From an optimization exercise on the open Yosys and OpenROAD flow, aimed at small area and a short achievable clock period; shortcuts taken in it are not production practice. Function was checked by simulation only, so behaviour that the tests miss may differ from the original.

<file path="config.mk">
export PLATFORM = sky130hd
export DESIGN_NAME = compff8
export DESIGN_NICKNAME = compff8
export VERILOG_FILES = /design/flow/design.v
export SDC_FILE = /design/flow/constraint.sdc
export NUM_CORES = 4
export LEC_CHECK = 0
export CAP_MARGIN = 20
export CORE_MARGIN = 2
export CORE_UTILIZATION = 40
export SLEW_MARGIN = 20
</file>
<file path="constraint.sdc">
create_clock -name core_clock -period 12.0 [get_ports {clk}]
set_input_delay 2.4000 -clock core_clock [delete_from_list [all_inputs] [get_ports {clk}]]
set_output_delay 2.4000 -clock core_clock [all_outputs]
set_load 0.01 [all_outputs]
</file>
<file path="design.v">
`timescale 1ns / 1ps
module compff2(ce,clk,x1,img1,x2,img2,y1,img3,y2,img4);
input ce,clk;
input signed [15:0] x1,img1,x2,img2;
output reg signed [15:0] y1,img3,y2,img4;
always @(posedge clk)
begin
y1 <= x1+x2;
img3 <= img1+ img2 ;
y2 <= x1-x2;
img4 <= img1 - img2;
end
endmodule
`timescale 1ns / 1ps
module compff4(ce,clk,xa1,imga1,xa2,imga2,xa3,imga3,xa4,imga4,yb1,imgb1,yb2,imgb2,yb3,imgb3,yb4,imgb4);
input ce,clk;
input signed[15:0] xa1,imga1,xa2,imga2,xa3,imga3,xa4,imga4;
output reg signed [15:0]yb1,imgb1,yb2,imgb2,yb3,imgb3,yb4,imgb4;
wire signed [15:0] yc1,imgc1,yc2,imgc2,yc3,imgc3,yc4,imgc4;
compff2 a0(ce,clk,xa1,imga1,xa3,imga3,yc1,imgc1,yc2,imgc2);
compff2 a1(ce,clk,xa2,imga2,xa4,imga4,yc3,imgc3,yc4,imgc4);
always @(posedge clk)
begin 
yb1 <= yc1 + yc3;
imgb1 <= imgc1 + imgc3;
yb2 <= yc2 + imgc4;
imgb2 <=  imgc2 - yc4 ;
yb3 <= yc1 - yc3;
imgb3 <= imgc1 - imgc3;
yb4 <= yc2 - imgc4;
imgb4 <= imgc2 +  yc4 ;
end
endmodule
`timescale 1ns / 1ps
module compff8(ce,clk,xg1,imgg1,xg2,imgg2,xg3,imgg3,xg4,imgg4,xg5,imgg5,xg6,imgg6,xg7,imgg7,xg8,imgg8,yh1,imgh1,yh2,imgh2,yh3,imgh3,yh4,imgh4,yh5,imgh5,yh6,imgh6,yh7,imgh7,yh8,imgh8);
input ce,clk;
input signed[15:0] xg1,imgg1,xg2,imgg2,xg3,imgg3,xg4,imgg4,xg5,imgg5,xg6,imgg6,xg7,imgg7,xg8,imgg8;
output reg signed[15:0] yh1,imgh1,yh2,imgh2,yh3,imgh3,yh4,imgh4,yh5,imgh5,yh6,imgh6,yh7,imgh7,yh8,imgh8;
wire signed [15:0] ya[7:0],imga[7:0];
compff4 b1(ce,clk,xg1,imgg1,xg3,imgg3,xg5,imgg5,xg7,imgg7,ya[0],imga[0],ya[1],imga[1],ya[2],imga[2],ya[3],imga[3]);
compff4 b2(ce,clk,xg2,imgg2,xg4,imgg4,xg6,imgg6,xg8,imgg8,ya[4],imga[4],ya[5],imga[5],ya[6],imga[6],ya[7],imga[7]);
function signed [15:0] m707;
input signed [15:0] s;
reg signed [31:0] p;
begin
p = s * 32'sd23167 + 32'sd16384;
m707 = p[30:15];
end
endfunction
always @(posedge clk)                
begin
yh1 <= ya[0] + ya[4]  ;
imgh1 <= imga[0] + imga[4] ;
yh2 <= ya[1]+ m707(ya[5] + imga[5]) ;
imgh2 <= imga[1]+ m707(imga[5] - ya[5]) ;
yh3 <= ya[2] + imga[6];
imgh3 <= imga[2] - ya[6];
yh4 <= ya[3] + m707(imga[7] - ya[7]);
imgh4 <= imga[3] - m707(ya[7] + imga[7]);
yh5 <= ya[0] - ya[4];
imgh5 <= imga[0] - imga[4];
yh6 <= ya[1] - m707(ya[5] + imga[5]);
imgh6 <= imga[1] + m707( ya[5] - imga[5]);
yh7 <= ya[2] - imga[6];
imgh7 <= imga[2] + ya[6];
yh8 <= ya[3] + m707(ya[7] - imga[7]);
imgh8 <= imga[3] + m707(ya[7] + imga[7]);
end
endmodule
</file>
<file path="run.sh">
#!/bin/bash
# synth_recipe.tcl (not shown) runs the flow's synth.tcl, then flattens the netlist and writes it again
# the make line also repeats each setting of config.mk as NAME=value (left out here)
make -C /OpenROAD-flow-scripts/flow DESIGN_CONFIG=/design/flow/config.mk WORK_HOME=/design/flow/orfs CLKGATE_MAP_FILE= SYNTH_SCRIPT=/design/flow/synth_recipe.tcl finish
</file>
==> results.cfg <==
[cts]
numClockSinks = 746
root_buffer = clkbuf_16
htree_levels = 3
clockBufferDepth = 3
clk_latency_ns = 0.77
numCtsBuffers = 89
cts_tree = built
path_clk_slew_ns = 0.06

[finish]
area_delta_synth_final_pct = 14.24
drive_gt1_share_pct = 3.181
nets = 12250
n_fill_cell = 19680

[synthesis]
ys_ff_latch = 746
synth_edf_count = 0
yosysWarnings = 3
synth.area.top_cells = ha_1, dfxtp_1, fa_1
synth.most_common_cell = inv_1
async_flop_share_pct = 0
avgSynthCellArea_um2 = 9.002
synth-seq-area-share_pct = 18.04
synth_cell_types = 89
synthCells = 9194
syn_nets = 11710
synth.cell_area_um2 = 82760
synth_top_area_share_pct = 23.12
yosys.area.top_type = ha_1
yosys-top-cells-count = inv_1, ha_1, dfxtp_1, fa_1, xnor2_1
synth-main-ff-cell = dfxtp_1

[global_routing]
grt_pass1_vias = 64080
grt_max_degree = 23
grt_pass1_wl_mm = 372.8
track_usage_pct = 23.03
grt.overflow.total = 0
antenna_found_initial = 56

[timing]
rsz0062_at_grt = false
worst_slew_pin_slew_ns = 1.070
slew_headroom_pct = 28.14
period_needed_ns = 11.01
max_freq_mhz = 90.79
layout_setup_ws_ns = 0.9852
fin_crit_sh_pct = 91.79
fin_tns_setup_ns = 0
slew_viol_final = 0
finClkSkew_ns = 0.09219
whs_ns = 0.6365
final_hold_viol_count = 0
setup_viol = 0

[worst_setup_path]
required_ns = 12.57
cp_common_cell = fa_1
path_class = reg2reg
crit_arrival_ns = 11.59
crit_path_start_kind = register
cp-end-kind = register
cpPeakStageDelay_ns = 0.64
crit_fanout = 8
reg2regPathDepth = 37
slowest_stage = xor2_1

[floorplan]
die_y_um = 458.9
rows = 166
die_w_um = 458.9
start_util_pct = 40.33
core_area_um2 = 205200
ios = 514
dieArea_um2 = 210600

[route]
wl_mm = 245.7
ant_nets = 0
drtIter0Drc = 3455
num_vias = 62950
viasPerCell = 5.027
wl_per_cell_um = 19.62
drc = 0
drt_pass1_iterations = 6

[run_status]
outcome = complete, no violations

[run]
max_cap_viol_count = 0

[hold_path]
hold_class = reg2reg
hold_depth = 2

[placement]
gp_congestion = 0.9492
io_buffers = 512
post-place-ws_ns = 0.8282
hpwl_mm = 214.9
## cells by family after synthesis
logic type	count (synthesis)	synth area share, %
flops	746	18.04
xor+xnor	876	9.364
fa+ha+maj	2265	40.85
mux	12	0.1482
simple gates	1456	8.729
buf+inv	2245	10.23
compound gates	1594	12.63
## metrics by stage
step	util [%]	std cells	cell area, um^2
after floorplan	-	9194	82760
after global placement	44.44	12330	91190
after detailed placement	44.44	12330	91190
after CTS	46.04	12500	94470
after global routing	46.06	12510	94510
final	46.07	12520	94550
## worst max-delay path: cells and delay by family, from the launching register on
family	cells	cell delay (ns)
AO/OA/AOI/OAI	12	2.78
XOR/XNOR	3	1.13
adder cells (fa/ha/maj)	9	3.97
buffers and inverters	5	0.60
flip-flops	1	0.43
AND/OR/NAND/NOR	8	1.95
## per-layer routing
| metal | GRT usage, % | up-vias | wire (um) | share of wire (%) |
|---|---|---|---|---|
| li1 | - | 30760 | - | - |
| met1 | 30.32 | 30340 | 110900 | 45 |
| met2 | 37.76 | 1474 | 111900 | 46 |
| met3 | 3.468 | 326 | 12140 | 4.9 |
| met4 | 9.291 | 44 | 10480 | 4.3 |
| met5 | 0 | - | 281 | 0.11 |
## final cells by class
| type | count | area, um^2 | share of cell area (%) |
|---|---|---|---|
| Clock inverter | 60 | 898.4 | 0.9502 |
| Multi-Input combinational cell | 6203 | 59400 | 62.83 |
| Sequential cell | 746 | 14930 | 15.80 |
| Inverter | 2133 | 8006 | 8.468 |
| Clock buffer | 105 | 2377 | 2.514 |
| Tap cell | 2688 | 3363 | 3.557 |
| Antenna cell | 25 | 62.56 | 0.06617 |
| Timing Repair Buffer | 562 | 5500 | 5.818 |
## placed cells by master (no fill, tap or decap), types with 18 or more instances in the layout
cell             Yosys  routed
a31oi_1             21      21
and2_1              45      45
nand2b_1            48      48
clkdlybuf4s50_1      0     512
inv_1             2118    2118
fa_1               730     730
nand3_1             92      92
o21a_1              46      46
o21ai_0            293     293
a211oi_1            63      63
xnor2_1            634     629
a21o_1             125     125
nor4_1              37      37
a2111oi_0           60      60
nor3_1             178     178
buf_4                6      50
xor2_1             234     233
o21bai_1           142     142
ha_1              1529    1529
o211ai_1            58      58
dfxtp_1            746     746
or3_1               57      57
diode_2              0      25
and3_1              97      97
nor2_1             493     493
or2_2               29      29
clkbuf_16            0      89
nor2b_1            134     134
o41ai_1             50      50
clkinv_2             0      18
o31ai_1             46      46
o41ai_2             18      18
nand2_1            180     180
a21oi_1            521     521
## worst paths after layout
check | start | end | slack [ns]
max | b2.imgb2[1] | imgh2[15] | 0.99
min | b1.a0.y1[3] | b1.yb1[3] | 0.64
max reg2reg | b2.imgb2[1] | imgh2[15] | 0.99
min reg2reg | b1.a0.y1[3] | b1.yb1[3] | 0.64
## what timing repair did
action | 4_1_cts | 5_1_grt
hold endpoints to repair | 0 | 0
resized for setup | 0 | 1
hold buffers | 0 | 0
buffers inserted | 0 | 0
endpoints found under the setup margin | 0 | 1

==> re-timing with driven ports <==
The results above use ideal ports. As a check the final layout listed here was re-extracted and re-timed, cells and wires unchanged.
Step 1 assumes that a clkbuf_16 drives the clock port and a buf_2 every other input.
Step 2 also shifts input and output timing later by t, the mid clock arrival at the registers, as if the neighbouring blocks saw the same clock.
Three values: ideal ports, drivers, drivers and shift; two values: the first two.
t (ns): 0.793
setup slack, ns: 0.985 / 0.985 / 0.985
hold WS [ns]: 0.636 / 0.636 / 0.636
After both steps setup and hold are still met in this run. The setup slack of this run moves by 0.000 ns with the drivers and by 0.000 ns with both steps.
